This design comes from an exercise in tuning for small area on the open sky130 flow, not from production work. At most, simulation tests tie the RTL to the original design; equivalence was not proved. Power is estimated from default activity; no workload was simulated.

// Solve
module Solve(clk, rst, halt, prepare, start, next, switcher, sw2, auto, keep, length, now, debug, dataput, dataput2, wrong, solved, fakeclick, score, wwmodi, ready
, wfresh, wcolorp, wBLOn, nnote0, wnotex, wnotey, wperc, endpass);
==> flow/config.mk <==
export PLATFORM = sky130hd
export DESIGN_NAME = Solve
export DESIGN_NICKNAME = Solve
export VERILOG_FILES = /design/flow/design.v
export SDC_FILE = /design/flow/constraint.sdc
export NUM_CORES = 4
export LEC_CHECK = 0
export ABC_AREA = 1
export CAP_MARGIN = 20
export CORE_MARGIN = 2
export CORE_UTILIZATION = 60
export SLEW_MARGIN = 20
export SYNTH_MEMORY_MAX_BITS = 65536
==> flow/constraint.sdc <==
create_clock -name core_clock -period 10.0 [get_ports {clk}]
set_input_delay 2.0000 -clock core_clock [delete_from_list [all_inputs] [get_ports {clk}]]
set_output_delay 2.0000 -clock core_clock [all_outputs]
set_load 0.01 [all_outputs]
standard.sh (not shown) runs the stock make flow with config.mk's settings and CLKGATE_MAP_FILE= SYNTH_SCRIPT=/design/flow/synth_recipe.tcl, a recipe that flattens the netlist after the stock synthesis.
==> flow/flow/run.sh <==
#!/bin/bash
# The standard layout (standard.sh: the standard synthesis and ORFS),
# with three changes to how the layout is made:
# - the port buffers are sky130_fd_sc_hd__buf_1, the smallest buffer cell;
# - global placement stays timing-driven but does not keep the resizer's
#   changes (GPL_KEEP_OVERFLOW=0); the later repair steps fix what is left;
# - the clock tree uses clkbuf_8 buffers and no dummy loads.
# ORFS writes each tool's log under orfs/logs/; make's own output goes to
# standard.log here.
export BUFFER_PORTS_ARGS="-buffer_cell sky130_fd_sc_hd__buf_1"
export GPL_KEEP_OVERFLOW=0
export CTS_ARGS="-sink_clustering_enable -repair_clock_nets -dont_use_dummy_load -buf_list sky130_fd_sc_hd__clkbuf_8 -sink_clustering_size 16"
bash standard.sh > standard.log 2>&1
The first run passed the timing, DRC and antenna checks.
==> next run, changes <==
--- a/flow/flow/run.sh
+++ b/flow/flow/run.sh
@@ -11,3 +11,3 @@
 export GPL_KEEP_OVERFLOW=0
-export CTS_ARGS="-sink_clustering_enable -repair_clock_nets -dont_use_dummy_load -buf_list sky130_fd_sc_hd__clkbuf_8 -sink_clustering_size 16"
+export CTS_ARGS="-sink_clustering_enable -repair_clock_nets -dont_use_dummy_load -buf_list sky130_fd_sc_hd__clkbuf_16 -sink_clustering_size 40 -sink_clustering_max_diameter 200 -sink_clustering_levels 1"
 bash standard.sh > standard.log 2>&1
Global-route usage is higher by 0.33 points.
Via count barely changes.
Total power is higher by 5.9%.
Wire length increases by 0.36%.
Worst setup slack loses 26 ps.
Final cell count is unchanged.
Design area rises by 1.4%.
Maximum frequency stays flat.
Sequential cell count stays the same.
Sequential power hardly moves.

========
Solve, a different RTL version from the one above (not shown whole).
Size: about 1,800 cells after synthesis, ~140 flip-flops, about 14,000 sq um of cells after synthesis.
Settings: LEC_CHECK=0, CAP_MARGIN=20, CORE_MARGIN=2, CORE_UTILIZATION=40, SLEW_MARGIN=20, SYNTH_MEMORY_MAX_BITS=65536; clock period 10.0 ns.
==> flow/flow/run.sh <==
#!/bin/bash
# Standard layout, with the port buffers made of the smallest buffer cell
# and a clock tree of smaller buffers without dummy loads.
export BUFFER_PORTS_ARGS="-buffer_cell sky130_fd_sc_hd__buf_1"
export GPL_KEEP_OVERFLOW=0
export CTS_ARGS="-sink_clustering_enable -repair_clock_nets -dont_use_dummy_load -buf_list sky130_fd_sc_hd__clkbuf_8 -sink_clustering_size 16"
bash standard.sh > standard.log 2>&1
Rerun with:
- ABC_AREA: default -> 1
Design area goes down by a few percent.
Global-route usage goes up by 2.4 points.
Via count goes up by a few percent.
Final cell count goes up by roughly a tenth.
Rerun with:
--- a/flow/flow/run.sh
+++ b/flow/flow/run.sh
@@ -4,3 +4,2 @@
 export BUFFER_PORTS_ARGS="-buffer_cell sky130_fd_sc_hd__buf_1"
-export GPL_KEEP_OVERFLOW=0
 export CTS_ARGS="-sink_clustering_enable -repair_clock_nets -dont_use_dummy_load -buf_list sky130_fd_sc_hd__clkbuf_8 -sink_clustering_size 16"
- ABC_AREA: 1 -> default
Outcome:
- wire length is lower by 1.7%
- synthesized cell count is lower by 11%
- count of clock-buffer cells in the layout does not change
- sequential cell count stays the same
- cell area is higher by 4.2%

========
T:
Another version of the RTL of Solve (not shown whole).
For scale: about 2,000 cells after synthesis, ~140 flip-flops, roughly 230 I/O pins, roughly 14,000 um2 of cells after synthesis.
## Solve
module Solve(clk, rst, halt, prepare, start, next, switcher, sw2, auto, keep, length, now, debug, dataput, dataput2, wrong, solved, fakeclick, score, wwmodi, ready
, wfresh, wcolorp, wBLOn, nnote0, wnotex, wnotey, wperc, endpass);
clock: 10.0 ns
lec_check: 0
abc_area: 1
cap_margin: 20
core_margin: 2
core_utilization: 60
slew_margin: 20
synth_memory_max_bits: 65536
==> flow/flow/run.sh <==
#!/bin/bash
# The standard layout (standard.sh: the standard synthesis and ORFS),
# with three changes to how the layout is made:
# - the port buffers are sky130_fd_sc_hd__buf_1, the smallest buffer cell;
# - global placement stays timing-driven but does not keep the resizer's
#   changes (GPL_KEEP_OVERFLOW=0); the later repair steps fix what is left;
# - the clock tree uses clkbuf_8 buffers and no dummy loads.
# ORFS writes each tool's log under orfs/logs/; make's own output goes to
# standard.log here.
export BUFFER_PORTS_ARGS="-buffer_cell sky130_fd_sc_hd__buf_1"
export GPL_KEEP_OVERFLOW=0
export CTS_ARGS="-sink_clustering_enable -repair_clock_nets -dont_use_dummy_load -buf_list sky130_fd_sc_hd__clkbuf_8 -sink_clustering_size 16"
bash standard.sh > standard.log 2>&1
T | status: complete | timing, DRC, antenna: pass
Input changes introduced in S (baseline for comparison: T):
==> flow/flow/run.sh <==
#!/bin/bash
# Standard layout, with the port buffers made of the smallest buffer cell
# and a clock tree of smaller buffers without dummy loads.
export BUFFER_PORTS_ARGS="-buffer_cell sky130_fd_sc_hd__buf_1"
export GPL_KEEP_OVERFLOW=0
export CTS_ARGS="-sink_clustering_enable -repair_clock_nets -dont_use_dummy_load -buf_list sky130_fd_sc_hd__clkbuf_8 -sink_clustering_size 16"
bash standard.sh > standard.log 2>&1
Results
Comparing S with T, the number of levels the H-tree was split into came out essentially unchanged.
Re post-layout minimum cycle time: no difference whatsoever between T and S.
Taking T as the reference, in S synthesized flop and latch total held, tightest slew margin relative to the limit held, met3 global-route usage held, site row count held.
Summary of S over T: insertion delay to the later sink of the worst-skew pair ~0 delta, synthesized-area fraction occupied by and/or/nand/nor cells ~0 delta, first-iteration DRC count ~0 delta.

========
build 15:
Solve, a different RTL version from the one above (not shown whole).
Size in the first run: ~2000 cells after synthesis, about 170 flip-flops, roughly 230 I/O pins.
## Solve
module Solve#(
    parameter Y=150,
    parameter X=200
)(
    input clk,
    input rst,
    input halt,
    input prepare,
    input start,
    input next,
    input switcher,
    input sw2,
    input auto,
    input keep,
    input [15:0] length,
    input [15:0] now,
    input [4:0] debug,
    output [15:0] dataput,
    output [31:0] dataput2,
    output wrong,
    output solved,
    output fakeclick,
    output [31:0] score,
    output signed [15:0] wwmodi,
    output ready,
    output wfresh,
    output [11:0] wcolorp,
    output [17:0] wBLOn,
    output nnote0,
    output [15:0] wnotex,wnotey,
    output [15:0] wperc,
    output endpass
);
localparam IDLE=10;
localparam WAITSTART=1;
localparam READNOTE=2;
localparam READINGNOTE=3;
localparam README=4;
localparam READINGSWI=5;
localparam WAIT=6;
localparam WAITJUDGE=7;
localparam CACHEDEV=8;
localparam PASS=14;
localparam WRONG=15;
localparam XY=X*Y;
localparam LAST=132;         
function automatic [16:0] add16(input [15:0] x, input [15:0] y, input ci);
    integer i;
    reg cc;
    reg [15:0] s;
    begin
        cc=ci;
        for(i=0;i<16;i=i+1)begin
            s[i]=x[i]^y[i]^cc;
            cc=(x[i]&y[i])|(cc&(x[i]^y[i]));
        end
        add16={cc,s};
    end
endfunction
function automatic lt8(input [7:0] x, input [7:0] y);
    integer i;
    reg r;
    begin
        r=1'b0;
        for(i=0;i<8;i=i+1)
  ...
Settings: LEC_CHECK=0, CAP_MARGIN=20, CORE_MARGIN=2, CORE_UTILIZATION=40, SLEW_MARGIN=20, SYNTH_MEMORY_MAX_BITS=65536; clock period 10.0 ns.
==> flow/flow/run.sh <==
#!/bin/bash
# Standard layout, with the port buffers made of the smallest buffer cell
# and a clock tree of smaller buffers without dummy loads.
export BUFFER_PORTS_ARGS="-buffer_cell sky130_fd_sc_hd__buf_1"
export CTS_ARGS="-sink_clustering_enable -repair_clock_nets -dont_use_dummy_load -buf_list sky130_fd_sc_hd__clkbuf_16 -sink_clustering_size 30 -sink_clustering_max_diameter 60"
bash standard.sh > standard.log 2>&1
Build 15 ended with every stage complete and zero timing, DRC or antenna violations.
--- input diff build 15..build 92 ---
==> flow/flow/run.sh <==
#!/bin/bash
# Standard layout, with the port buffers made of the smallest buffer cell
# and a clock tree of smaller buffers without dummy loads.
export BUFFER_PORTS_ARGS="-buffer_cell sky130_fd_sc_hd__buf_1"
export CTS_ARGS="-sink_clustering_enable -repair_clock_nets -dont_use_dummy_load -buf_list sky130_fd_sc_hd__clkbuf_8 -sink_clustering_size 16"
bash standard.sh > standard.log 2>&1
[summary]
Build 92 ran to completion and came out clean on the timing, DRC and antenna checks. Delta (build 92 minus build 15): wire length saw little to no change; total met3 wirelength after detailed routing saw an increase; fraction of standard cell area in multi-input logic saw an increase; total power saw a decrease. Initial antenna violation count came out exactly the same in build 92 and build 15. Global-route wire length before repair of build 92 is on par with build 15. Total stage count of the critical path came out lower on build 92 than on build 15.
Changes in build 77 relative to build 92:
Settings: CORE_UTILIZATION now 65, was 40.
Results
- Build 77 against build 92: clock skew increased 8.5 ps; share of the final layout cell area in multi-input gates increased 1.0 points; register share of the cell area increased 0.39 points; worst path arrival time increased 60 ps.
- Achievable frequency delta (build 92 -> build 77): insignificant
- Looking at build 92 and build 77, the power consumption is a wash.
- Build 77 against build 92: placeable core area lost 39%, total length of routed wires lost about 7%.

========
RTL: one of the versions met above, not the one the previous note started from.
Size: roughly 1,800 cells after synthesis, ~140 flip-flops.
==> flow/config.mk <==
export PLATFORM = sky130hd
export DESIGN_NAME = Solve
export DESIGN_NICKNAME = Solve
export VERILOG_FILES = /design/flow/design.v
export SDC_FILE = /design/flow/constraint.sdc
export NUM_CORES = 4
export LEC_CHECK = 0
export CAP_MARGIN = 20
export CORE_MARGIN = 2
export CORE_UTILIZATION = 40
export SLEW_MARGIN = 20
export SYNTH_MEMORY_MAX_BITS = 65536
==> flow/constraint.sdc <==
create_clock -name core_clock -period 10.0 [get_ports {clk}]
set_input_delay 2.0000 -clock core_clock [delete_from_list [all_inputs] [get_ports {clk}]]
set_output_delay 2.0000 -clock core_clock [all_outputs]
set_load 0.01 [all_outputs]
==> flow/flow/run.sh <==
#!/bin/bash
# Standard layout, with the port buffers made of the smallest buffer cell
# and a clock tree of smaller buffers without dummy loads.
export BUFFER_PORTS_ARGS="-buffer_cell sky130_fd_sc_hd__buf_1"
export GPL_KEEP_OVERFLOW=0
export CTS_ARGS="-sink_clustering_enable -repair_clock_nets -dont_use_dummy_load -buf_list sky130_fd_sc_hd__clkbuf_8 -sink_clustering_size 30 -sink_clustering_max_diameter 120"
bash standard.sh > standard.log 2>&1
==> next run, changes <==
==> flow/flow/run.sh (replaced) <==
#!/bin/bash
# Standard layout, with the port buffers made of the smallest buffer cell
# and a clock tree of smaller buffers without dummy loads.
export BUFFER_PORTS_ARGS="-buffer_cell sky130_fd_sc_hd__buf_1"
export GPL_KEEP_OVERFLOW=0
export CTS_ARGS="-sink_clustering_enable -repair_clock_nets -dont_use_dummy_load -buf_list sky130_fd_sc_hd__clkbuf_8 -sink_clustering_size 24 -sink_clustering_max_diameter 50"
bash standard.sh > standard.log 2>&1
=>
- The changed run went through all stages and came out clean
- final cell count stays the same
- worst setup slack stays the same
- routed wire length stays the same
- non-clock buffer count does not change
- cell area does not change
- combinational power barely changes
- fmax stays the same
- via count does not change
- hold slack stays the same
- clock-buffer cell count is unchanged
- total power does not change
==> next run, changes <==
==> flow/flow/run.sh (replaced) <==
#!/bin/bash
# Standard layout, with the port buffers made of the smallest buffer cell
# and a clock tree of smaller buffers without dummy loads.
export BUFFER_PORTS_ARGS="-buffer_cell sky130_fd_sc_hd__buf_1"
export GPL_KEEP_OVERFLOW=0
export CTS_ARGS="-sink_clustering_enable -repair_clock_nets -dont_use_dummy_load -buf_list sky130_fd_sc_hd__clkbuf_8 -sink_clustering_size 16"
bash standard.sh > standard.log 2>&1
ABC_AREA = 1   (was not set)
CORE_UTILIZATION = 60   (was 40)
- global-route usage increases by 14 points
- non-clock buffer count is lower by 10
- core utilization is higher by 20 points
- maximum frequency grows by 1.7%
- routed wire length stays flat
- final cell count rose by about 5%

========
oak:
Another version of the RTL of Solve (not shown whole).
For scale: ~160 flip-flops, about 230 I/O pins.
==> flow/config.mk <==
export PLATFORM = sky130hd
export DESIGN_NAME = Solve
export DESIGN_NICKNAME = Solve
export VERILOG_FILES = /design/flow/design.v
export SDC_FILE = /design/flow/constraint.sdc
export NUM_CORES = 4
export LEC_CHECK = 0
export CAP_MARGIN = 20
export CORE_MARGIN = 2
export CORE_UTILIZATION = 40
export SLEW_MARGIN = 20
export SYNTH_MEMORY_MAX_BITS = 65536
==> flow/constraint.sdc <==
create_clock -name core_clock -period 10.0 [get_ports {clk}]
set_input_delay 2.0000 -clock core_clock [delete_from_list [all_inputs] [get_ports {clk}]]
set_output_delay 2.0000 -clock core_clock [all_outputs]
set_load 0.01 [all_outputs]
==> flow/flow/run.sh <==
#!/bin/bash
# Standard layout, with the port buffers made of the smallest buffer cell
# and a clock tree of smaller buffers without dummy loads.
export BUFFER_PORTS_ARGS="-buffer_cell sky130_fd_sc_hd__buf_1"
export CTS_ARGS="-sink_clustering_enable -repair_clock_nets -dont_use_dummy_load -buf_list sky130_fd_sc_hd__clkbuf_8 -sink_clustering_size 20"
bash standard.sh > standard.log 2>&1
The inputs of pine differ from those of oak as listed below.
==> flow/flow/run.sh <==
#!/bin/bash
# Standard layout, with the port buffers made of the smallest buffer cell.
cp standard.sh standard_sh.txt
cp config.mk config_mk.txt
export BUFFER_PORTS_ARGS="-buffer_cell sky130_fd_sc_hd__buf_1"
bash standard.sh > standard.log 2>&1
Results
~same first-pass GRT wire length in pine and oak
In the tables for pine and oak, number of clock buffer instances in the layout reads lower with oak.
The total global-route track usage was comparable across pine and oak.
## Diff of input files: birch against pine
==> flow/flow/run.sh <==
#!/bin/bash
# Standard layout, with the port buffers made of the smallest buffer cell
# and a clock tree of smaller buffers without dummy loads.
export BUFFER_PORTS_ARGS="-buffer_cell sky130_fd_sc_hd__buf_1"
export CTS_ARGS="-sink_clustering_enable -repair_clock_nets -dont_use_dummy_load -buf_list sky130_fd_sc_hd__clkbuf_16"
bash standard.sh > standard.log 2>&1
Results
Across both runs, core utilization was lower for birch than for pine.
Compared birch against pine; number of fill cells within noise.
Status: internal reg-to-reg setup slack parity (birch, pine)
Going from pine to birch, number of I/O pins about even, maximum fanout encountered on the critical timing path stayed essentially flat, power went down by 6.1%, fmax shows no meaningful change.
Status: routed wire length parity (birch, pine)
Summary of birch over pine: worst setup slack went down, met3 layer wire length in the routed design went up, xor/xnor share of the synthesized area did not really move.
No run of this note included a check of the RTL's function; only the layout flow was run.

========
Solve, a different RTL version from the one above (not shown whole).
Size in the first run: roughly 2500 cells after synthesis, ~160 flip-flops.
// Solve
module Solve#(
    parameter Y=150,
    parameter X=200
)(
    input clk,
    input rst,
    input halt,
    input prepare,
    input start,
    input next,
    input switcher,
    input sw2,
    input auto,
    input keep,
    input [15:0] length,
    input [15:0] now,
    input [4:0] debug,
    output [15:0] dataput,
    output [31:0] dataput2,
    output wrong,
    output solved,
    output fakeclick,
    output [31:0] score,
    output signed [15:0] wwmodi,
    output ready,
    output wfresh,
    output [11:0] wcolorp,
    output [17:0] wBLOn,
    output nnote0,
    output [15:0] wnotex,wnotey,
    output [15:0] wperc,
    output endpass
);
localparam IDLE=10;
localparam WAITSTART=1;
localparam READNOTE=2;
localparam READINGNOTE=3;
localparam README=4;
localparam READINGSWI=5;
localparam WAIT=6;
localparam WAITJUDGE=7;
localparam CACHEDEV=8;
localparam PASS=14;
localparam WRONG=15;
localparam XY=X*Y;
localparam LAST=132;         
reg [3:0] state;
reg [7:0] nnote;             
reg [7:0] cur;               
reg [1:0] sn;                
reg tillf;                   
reg [3:0] ak;                
reg signed [15:0] modi;
reg [3:0] waitr;
reg [3:0] cc;                
reg fclick;
reg fresh;
reg dealtadd;
reg invalidadd;
reg preparing;
reg beginscore;
reg judgestart;
wire [7:0] nx,ny;
wire anti,nd;
wire [2:0] lc;
memroad memroad(
    .a(cur),
    .x(nx),
    .y(ny),
    .anti(anti),
    .lc(lc),
    .d(nd)
);
reg [3:0] lk;                
always @(*) begin
    case(lc)
        3'd1: lk=4'd1;
        3'd2: lk=4'd2;
        3'd3: lk=4'd3;
        3'd4: lk=4'd4;
        3'd5: lk=4'd6;
        3'd6: lk=4'd8;
        default: lk=4'd0;
    endcase
end
wire [8:0] notel=lk*6'd45;
wire [8:0] alldev=ak[2:0]*6'd45;
wire pge=anti?(nd?(now>16'd179&&now<16'd65356):(now>16'd359)):
  ...
==> flow/config.mk <==
export PLATFORM = sky130hd
export DESIGN_NAME = Solve
export DESIGN_NICKNAME = Solve
export VERILOG_FILES = /design/flow/design.v
export SDC_FILE = /design/flow/constraint.sdc
export NUM_CORES = 4
export LEC_CHECK = 0
export CAP_MARGIN = 20
export CORE_MARGIN = 2
export CORE_UTILIZATION = 40
export GPL_TIMING_DRIVEN = 0
export SLEW_MARGIN = 20
export SYNTH_MEMORY_MAX_BITS = 65536
==> flow/constraint.sdc <==
create_clock -name core_clock -period 10.0 [get_ports {clk}]
set_input_delay 2.0000 -clock core_clock [delete_from_list [all_inputs] [get_ports {clk}]]
set_output_delay 2.0000 -clock core_clock [all_outputs]
set_load 0.01 [all_outputs]
==> flow/flow/run.sh <==
#!/bin/bash
# The standard layout (the standard.sh), with the port buffers made of
# the smallest buffer cell and a clock tree of clkbuf_8 without dummy loads.
export BUFFER_PORTS_ARGS="-buffer_cell sky130_fd_sc_hd__buf_1"
export CTS_ARGS="-sink_clustering_enable -repair_clock_nets -dont_use_dummy_load -buf_list sky130_fd_sc_hd__clkbuf_8 -sink_clustering_size 20"
bash standard.sh > standard.log 2>&1
Change:
Settings changed: CAP_MARGIN 20 to 0, SLEW_MARGIN 20 to 0.
After rerunning: The new run passed the timing, DRC and antenna checks; power went down by 0.77%; design area stays flat; sequential share of layout area barely changes; wire length barely changes; non-clock buffer count shrinks by 1.
No run of this note included a check of the RTL's function; only the layout flow was run.

-- afterwards: timing with drivers on the ports --
How much do the figures lean on ideal ports? The routed layouts below were timed once more, with nothing changed but the port constraints.
Step 1 sets driving cells, clkbuf_16 on the clock port and buf_2 on the other inputs (assumed; they add their load-dependent delay and slew).
Step 2 adds t to the input delays and takes it off the output delays; t is the mean of the earliest and latest rising clock arrival at the registers after step 1. Input paths then give back, and output paths get back, about the clock's delay inside the block.
Slacks: no drivers / after step 1 / after step 2; pairs: no drivers / after step 1.
| run | t, ns | setup WS [ns] | hold WS [ns] | slew at the worst register clock pin (ns) |
|---|---|---|---|---|
| the first run of note 1 | 0.497 | 0.395 / 0.348 / 0.427 | 0.480 / 0.480 / 0.480 | 0.08 / 0.08 |
| the second run of note 1 | 0.468 | 0.369 / 0.319 / 0.421 | 0.477 / 0.478 / 0.478 | 0.07 / 0.07 |
| the first run of note 2 | 0.490 | 0.239 / 0.218 / 0.108 | 0.463 / 0.463 / 0.463 | 0.10 / 0.10 |
| the second run of note 2 | 0.487 | 0.413 / 0.371 / 0.522 | 0.448 / 0.448 / 0.448 | 0.12 / 0.12 |
| the third run of note 2 | 0.475 | 0.253 / 0.233 / 0.143 | 0.484 / 0.484 / 0.484 | 0.10 / 0.10 |
| T | 0.510 | 0.424 / 0.375 / 0.464 | 0.466 / 0.466 / 0.466 | 0.10 / 0.10 |
| S | 0.510 | 0.424 / 0.375 / 0.464 | 0.466 / 0.466 / 0.466 | 0.10 / 0.10 |
| build 15 | 0.477 | 0.357 / 0.391 / -0.086 | 0.455 / 0.455 / 0.455 | 0.07 / 0.07 |
| build 92 | 0.494 | 0.323 / 0.353 / -0.142 | 0.457 / 0.457 / 0.457 | 0.10 / 0.10 |
| build 77 | 0.499 | 0.333 / 0.360 / -0.139 | 0.451 / 0.451 / 0.451 | 0.11 / 0.11 |
| the first run of note 5 | 0.490 | 0.239 / 0.218 / 0.108 | 0.463 / 0.463 / 0.463 | 0.10 / 0.10 |
| the second run of note 5 | 0.490 | 0.239 / 0.218 / 0.108 | 0.463 / 0.463 / 0.463 | 0.10 / 0.10 |
| the third run of note 5 | 0.482 | 0.406 / 0.356 / 0.231 | 0.449 / 0.449 / 0.449 | 0.09 / 0.09 |
| oak | 0.512 | 0.485 / 0.485 / 0.485 | 0.474 / 0.474 / 0.474 | 0.11 / 0.11 |
| pine | 0.489 | 0.468 / 0.468 / 0.468 | 0.471 / 0.471 / 0.471 | 0.08 / 0.08 |
| birch | 0.480 | 0.463 / 0.463 / 0.463 | 0.470 / 0.470 / 0.470 | 0.08 / 0.08 |
| the first run of note 7 | 0.545 | 0.361 / 0.361 / 0.361 | 0.468 / 0.468 / 0.468 | 0.09 / 0.09 |
| the second run of note 7 | 0.532 | 0.241 / 0.241 / 0.241 | 0.468 / 0.468 / 0.468 | 0.10 / 0.10 |
Met with ideal ports but missed after step 2: setup timing in build 15, build 92 and build 77. For build 77, which loses most, drivers alone change the setup slack by +0.027 ns; drivers and shift together by -0.472 ns.
